This is an optimization exercise on Yosys and OpenROAD, whose aim is small area, not a production implementation.
The RTL was checked by simulation tests, not by an equivalence proof against the original design.
No activity file was given, so power comes from the tool's default toggle rates.

Design pipelined_complex_mult, start of the top module:
module pipelined_complex_mult (
    input clk,                    
    input rst,                    
    input signed [7:0] a,         
    input signed [7:0] b,         
    input signed [7:0] c,         
    input signed [7:0] d,         
    output reg signed [16:0] real_out,  
    output reg signed [16:0] imag_out   
);
reg [7:0] a1, b1, c1, d1, a2, b2, c2, d2, c3, d3;
reg [7:0] a3, b3;
reg v1, v2;
always @(posedge clk, posedge rst)
begin
    if (rst) begin
        v1 <= 1'b0;
        v2 <= 1'b0;
        a3 <= 8'd0;
        b3 <= 8'd0;
    end else begin
        v1 <= 1'b1;
        v2 <= v1;
        a3 <= a2 & {8{v2}};
        b3 <= b2 & {8{v2}};
    end
end
always @(posedge clk)
begin
    a1 <= a; b1 <= b; c1 <= c; d1 <= d;
    a2 <= a1; b2 <= b1; c2 <= c1; d2 <= d1;
    c3 <= c2; d3 <= d2;
end
wire re_p1 = ~(a3[0] & c3[0]);
wire re_p2 = ~(a3[0] & c3[1]);
wire re_p3 = ~(a3[0] & c3[2]);
wire re_p4 = ~(a3[0] & c3[3]);
wire re_p5 = ~(a3[0] & c3[4]);
wire re_p6 = ~(a3[0] & c3[5]);
wire re_p7 = ~(a3[0] & c3[6]);
wire re_p8 = (a3[0] & c3[7]);
wire re_p9 = ~(a3[1] & c3[0]);
wire re_p10 = ~(a3[1] & c3[1]);
wire re_p11 = ~(a3[1] & c3[2]);
wire re_p12 = ~(a3[1] & c3[3]);
wire re_p13 = ~(a3[1] & c3[4]);
wire re_p14 = ~(a3[1] & c3[5]);
wire re_p15 = ~(a3[1] & c3[6]);
wire re_p16 = (a3[1] & c3[7]);
wire re_p17 = ~(a3[2] & c3[0]);
wire re_p18 = ~(a3[2] & c3[1]);
wire re_p19 = ~(a3[2] & c3[2]);
wire re_p20 = ~(a3[2] & c3[3]);
wire re_p21 = ~(a3[2] & c3[4]);
wire re_p22 = ~(a3[2] & c3[5]);
wire re_p23 = ~(a3[2] & c3[6]);
wire re_p24 = (a3[2] & c3[7]);
wire re_p25 = ~(a3[3] & c3[0]);
wire re_p26 = ~(a3[3] & c3[1]);
wire re_p27 = ~(a3[3] & c3[2]);
wire re_p28 = ~(a3[3] & c3[3]);
wire re_p29 = ~(a3[3] & c3[4]);
wire re_p30 = ~(a3[3] & c3[5]);
  ...
Settings: LEC_CHECK=0, CAP_MARGIN=20, CORE_MARGIN=2, CORE_UTILIZATION=40, CTS_BUF_LIST=sky130_fd_sc_hd__clkbuf_8, GPL_TIMING_DRIVEN=0, SLEW_MARGIN=20, SYNTH_HIERARCHICAL=1; clock period 5.0 ns.
standard.sh (not shown) runs the stock make flow with config.mk's settings and CLKGATE_MAP_FILE= SYNTH_SCRIPT=/design/flow/synth_recipe.tcl, a recipe that flattens the netlist after the stock synthesis.
==> flow/flow/run.sh <==
#!/bin/bash
# The standard layout (standard.sh) with one change: the buffers that
# buffer_ports puts on every input and output port are the smallest buffer,
# sky130_fd_sc_hd__buf_1, instead of the cell it picks by default.
# Each tool's full output is in the logs standard.sh writes under orfs/logs;
# this script's own output goes to run.log.
set -e
cd "$(dirname "$0")/.."
export BUFFER_PORTS_ARGS="-buffer_cell sky130_fd_sc_hd__buf_1"
bash standard.sh > run.log 2>&1
Rerun with:
==> flow/flow/run.sh (replaced) <==
#!/bin/bash
set -e
cd "$(dirname "$0")/.."
export BUFFER_PORTS_ARGS="-buffer_cell sky130_fd_sc_hd__buf_1"
export RECOVER_POWER=100
cp standard.sh run_standard_copy.log
bash standard.sh > run.log 2>&1
With this change the flow ran to the end with violations: capacitance limit, slew limit. Area after synthesis is unchanged. Utilization stays flat. Critical path depth stays the same. Total power hardly moves. Wire length hardly moves. Worst setup slack gets better by 0.0035 ns. Final cell count stays the same. Final area hardly moves. Clock skew is about the same. Via count is about the same. Die area is unchanged.
Rerun with:
==> flow/flow/run.sh (replaced) <==
#!/bin/bash
# The standard layout (standard.sh) with these changes:
#  - buffer_ports puts the smallest buffer, sky130_fd_sc_hd__buf_1, on every
#    input and output port instead of the cell it picks by default;
#  - clock tree synthesis arguments as set below (CTS_ARGS), if any.
# Each tool's full output is in the logs standard.sh writes under orfs/logs;
# this script's own output goes to run.log.
set -e
cd "$(dirname "$0")/.."
export BUFFER_PORTS_ARGS="-buffer_cell sky130_fd_sc_hd__buf_1"
export CTS_ARGS="-sink_clustering_enable -repair_clock_nets -dont_use_dummy_load -buf_list sky130_fd_sc_hd__clkbuf_8"
bash standard.sh > run.log 2>&1
This time the run completed without violations.
Power drops by a few percent.
Sequential power is about the same.
Die area stays the same.
Clock skew increases by 0.011 ns.
Rerun with:
==> flow/flow/ff.json (new file) <==
{"SYNTH_HIERARCHICAL": 1, "GPL_TIMING_DRIVEN": 0, "CTS_BUF_LIST": ["sky130_fd_sc_hd__clkbuf_8"]}
- CTS_BUF_LIST: sky130_fd_sc_hd__clkbuf_8 -> unset
- GPL_TIMING_DRIVEN: 0 -> unset
- SYNTH_HIERARCHICAL: 1 -> unset
What happened:
- total power rose by 8.7%
- routed wire length is higher by 4.0%
- final area is higher by 9.2%

---

pipelined_complex_mult, a different RTL version from the one above (not shown whole).
Size: about 140 flip-flops, about 68 I/O pins.
export LEC_CHECK = 0
export CAP_MARGIN = 20
export CORE_MARGIN = 2
export CORE_UTILIZATION = 40
export CTS_BUF_LIST = sky130_fd_sc_hd__clkbuf_8
export GPL_TIMING_DRIVEN = 0
export SLEW_MARGIN = 20
export SYNTH_HIERARCHICAL = 1
create_clock -name core_clock -period 5.0 [get_ports {clk}]
==> flow/flow/run.sh <==
#!/bin/bash
# The standard layout (standard.sh) with these changes:
#  - buffer_ports puts the smallest buffer, sky130_fd_sc_hd__buf_1, on every
#    input and output port instead of the cell it picks by default;
#  - clock tree synthesis arguments as set below (CTS_ARGS), if any.
# Each tool's full output is in the logs standard.sh writes under orfs/logs;
# this script's own output goes to run.log.
set -e
cd "$(dirname "$0")/.."
export BUFFER_PORTS_ARGS="-buffer_cell sky130_fd_sc_hd__buf_1"
export CTS_ARGS="-sink_clustering_enable -repair_clock_nets -dont_use_dummy_load -buf_list sky130_fd_sc_hd__clkbuf_8"
export REMOVE_ABC_BUFFERS=1
bash standard.sh > run.log 2>&1
The baseline passed the timing, design-rule and antenna checks.
Then changed:
--- a/flow/flow/run.sh
+++ b/flow/flow/run.sh
@@ -11 +11 @@
-export CTS_ARGS="-sink_clustering_enable -repair_clock_nets -dont_use_dummy_load -buf_list sky130_fd_sc_hd__clkbuf_8"
+export CTS_ARGS="-sink_clustering_enable -repair_clock_nets -dont_use_dummy_load -buf_list sky130_fd_sc_hd__clkbuf_8 -sink_clustering_size 24 -sink_clustering_max_diameter 120"
The new run finished clean. Die area is unchanged. Non-clock buffer count stays the same. Worst hold slack stays the same. Final area stays the same. Area after synthesis does not change. Global-route usage stays the same. Wire length is unchanged. First-iteration DRC count does not change. Worst setup slack stays the same.
Then changed:
==> flow/flow/run.sh (replaced) <==
#!/bin/bash
# The standard layout (standard.sh), with these ORFS settings changed:
#  - BUFFER_PORTS_ARGS: buffer_ports puts the smallest buffer,
#    sky130_fd_sc_hd__buf_1, on every input and output port instead of the
#    cell it picks by default (every port still gets its buffer);
#  - CTS_ARGS: the standard clock tree synthesis arguments plus
#    -dont_use_dummy_load (no dummy clock loads for balancing);
#  - REMOVE_ABC_BUFFERS: the floorplan step removes the buffers that ABC put
#    into the synthesized netlist and leaves buffering to the resizer.
# Each tool's full output is in the logs standard.sh writes under orfs/logs;
# this script's own output goes to run.log.
set -e
cd "$(dirname "$0")/.."
export BUFFER_PORTS_ARGS="-buffer_cell sky130_fd_sc_hd__buf_1"
export CTS_ARGS="-sink_clustering_enable -repair_clock_nets -dont_use_dummy_load -buf_list sky130_fd_sc_hd__clkbuf_8"
export REMOVE_ABC_BUFFERS=1
bash standard.sh > run.log 2>&1
=> Core utilization does not change; flip-flop and latch count stays the same; design area is unchanged; via count is unchanged; register-to-register slack hardly moves; setup slack does not change; power is unchanged; final cell count stays the same; wire length does not change.
Then changed:
==> flow/flow/run.sh (replaced) <==
#!/bin/bash
# The standard layout (standard.sh) with these changes:
#  - buffer_ports puts the smallest buffer, sky130_fd_sc_hd__buf_1, on every
#    input and output port instead of the cell it picks by default;
#  - clock tree synthesis arguments as set below (CTS_ARGS), if any.
# Each tool's full output is in the logs standard.sh writes under orfs/logs;
# this script's own output goes to run.log.
set -e
cd "$(dirname "$0")/.."
export BUFFER_PORTS_ARGS="-buffer_cell sky130_fd_sc_hd__buf_1"
export CTS_ARGS="-sink_clustering_enable -repair_clock_nets -dont_use_dummy_load -buf_list sky130_fd_sc_hd__clkbuf_8 -sink_clustering_size 16 -sink_clustering_max_diameter 120"
export REMOVE_ABC_BUFFERS=1
bash standard.sh > run.log 2>&1
Effect:
- global-route usage is unchanged
- routed wire length stays the same
- synthesized cell count does not change
- clock skew stays the same
- final area stays the same
- utilization does not change
- first-iteration DRC count stays the same
- flip-flop and latch count is unchanged
- power does not change
- cell count does not change

---

## the reference run
pipelined_complex_mult, a different RTL version from the one above (not shown whole).
Size in the first run: about 730 cells after synthesis.
==> flow/config.mk <==
export PLATFORM = sky130hd
export DESIGN_NAME = pipelined_complex_mult
export DESIGN_NICKNAME = pipelined_complex_mult
export VERILOG_FILES = /design/flow/design.v
export SDC_FILE = /design/flow/constraint.sdc
export NUM_CORES = 4
export LEC_CHECK = 0
export CAP_MARGIN = 20
export CORE_MARGIN = 2
export CORE_UTILIZATION = 40
export CTS_BUF_LIST = sky130_fd_sc_hd__clkbuf_8
export GPL_TIMING_DRIVEN = 0
export SLEW_MARGIN = 20
export SYNTH_HIERARCHICAL = 1
==> flow/constraint.sdc <==
create_clock -name core_clock -period 5.0 [get_ports {clk}]
set_input_delay 1.0000 -clock core_clock [delete_from_list [all_inputs] [get_ports {clk}]]
set_output_delay 1.0000 -clock core_clock [all_outputs]
set_load 0.01 [all_outputs]
==> flow/flow/run.sh <==
#!/bin/bash
# The standard layout (standard.sh), with these ORFS settings changed:
#  - BUFFER_PORTS_ARGS: buffer_ports puts the smallest buffer,
#    sky130_fd_sc_hd__buf_1, on every input and output port instead of the
#    cell it picks by default (every port still gets its buffer);
#  - CTS_ARGS: the standard clock tree synthesis arguments plus
#    -dont_use_dummy_load (no dummy clock loads for balancing);
#  - REMOVE_ABC_BUFFERS: the floorplan step removes the buffers that ABC put
#    into the synthesized netlist and leaves buffering to the resizer.
# Each tool's full output is in the logs standard.sh writes under orfs/logs;
# this script's own output goes to run.log.
set -e
cd "$(dirname "$0")/.."
export BUFFER_PORTS_ARGS="-buffer_cell sky130_fd_sc_hd__buf_1"
export CTS_ARGS="-sink_clustering_enable -repair_clock_nets -dont_use_dummy_load -buf_list sky130_fd_sc_hd__clkbuf_8 -sink_clustering_size 20 -sink_clustering_max_diameter 60 -sink_clustering_levels 1 -balance_levels -num_static_layers 1"
export REMOVE_ABC_BUFFERS=1
bash standard.sh > run.log 2>&1
For the trial run, these inputs were changed with respect to the reference run:
-- flow/flow/run.sh --
<<< the reference run, line 14
export BUFFER_PORTS_ARGS="-buffer_cell sky130_fd_sc_hd__buf_1"
export CTS_ARGS="-sink_clustering_enable -repair_clock_nets -dont_use_dummy_load -buf_list sky130_fd_sc_hd__clkbuf_8 -sink_clustering_size 20 -sink_clustering_max_diameter 60 -sink_clustering_levels 1 -balance_levels -num_static_layers 1"
export REMOVE_ABC_BUFFERS=1
>>> the trial run, line 14
export BUFFER_PORTS_ARGS="-buffer_cell sky130_fd_sc_hd__buf_1"
export CTS_ARGS="-sink_clustering_enable -repair_clock_nets -dont_use_dummy_load -buf_list sky130_fd_sc_hd__clkbuf_8"
export REMOVE_ABC_BUFFERS=1
==> comparison <==
Status | the reference run and the trial run | clean
The maximum clock frequency was comparable across the reference run and the trial run.
In the tables for the reference run and the trial run, part of the cycle the worst path needs reads higher with the trial run.
The reference run → the trial run: number of vias in the routed layout was more or less identical, sequential power flat.
For fraction of power spent switching nets, the reference run and the trial run come out practically identical.
The reference run -> the trial run: tightest hold margin flat
The trial run -> the reference run: worst hold path stage count delta 0, exact match

afterwards: timing with drivers on the ports:
The results above use ideal ports. As a check the final layouts listed here were re-extracted and re-timed, cells and wires unchanged.
Step 1: set_driving_cell puts a clkbuf_16 on clk and a buf_2 on each other input, an assumption about the parent block.
Step 2 also shifts input and output timing later by t, the mid clock arrival at the registers, as if the neighbouring blocks saw the same clock.
Slacks: ideal ports / drivers / drivers and shift; pairs: ideal ports / drivers.
run	t, ns	setup slack, ns	worst setup path after step 2	clock arrival spread, ns	worst register clock-pin slew, ns
the first run of note 1	0.512	0.171 / 0.171 / 0.171	register to register	0.025 / 0.025	0.11 / 0.11
the second run of note 1	0.504	0.175 / 0.175 / 0.175	register to register	0.023 / 0.023	0.11 / 0.11
the third run of note 1	0.491	0.151 / 0.151 / 0.151	register to register	0.041 / 0.040	0.10 / 0.10
the fourth run of note 1	0.476	0.111 / 0.111 / 0.111	register to register	0.041 / 0.041	0.09 / 0.09
the first run of note 2	0.480	0.176 / 0.176 / 0.176	register to register	0.043 / 0.044	0.10 / 0.10
the second run of note 2	0.480	0.176 / 0.176 / 0.176	register to register	0.043 / 0.044	0.10 / 0.10
the third run of note 2	0.480	0.176 / 0.176 / 0.176	register to register	0.043 / 0.044	0.10 / 0.10
the fourth run of note 2	0.480	0.176 / 0.176 / 0.176	register to register	0.043 / 0.044	0.10 / 0.10
the reference run	0.467	0.185 / 0.185 / 0.185	register to register	0.042 / 0.041	0.09 / 0.09
the trial run	0.464	0.173 / 0.173 / 0.173	register to register	0.044 / 0.044	0.09 / 0.09
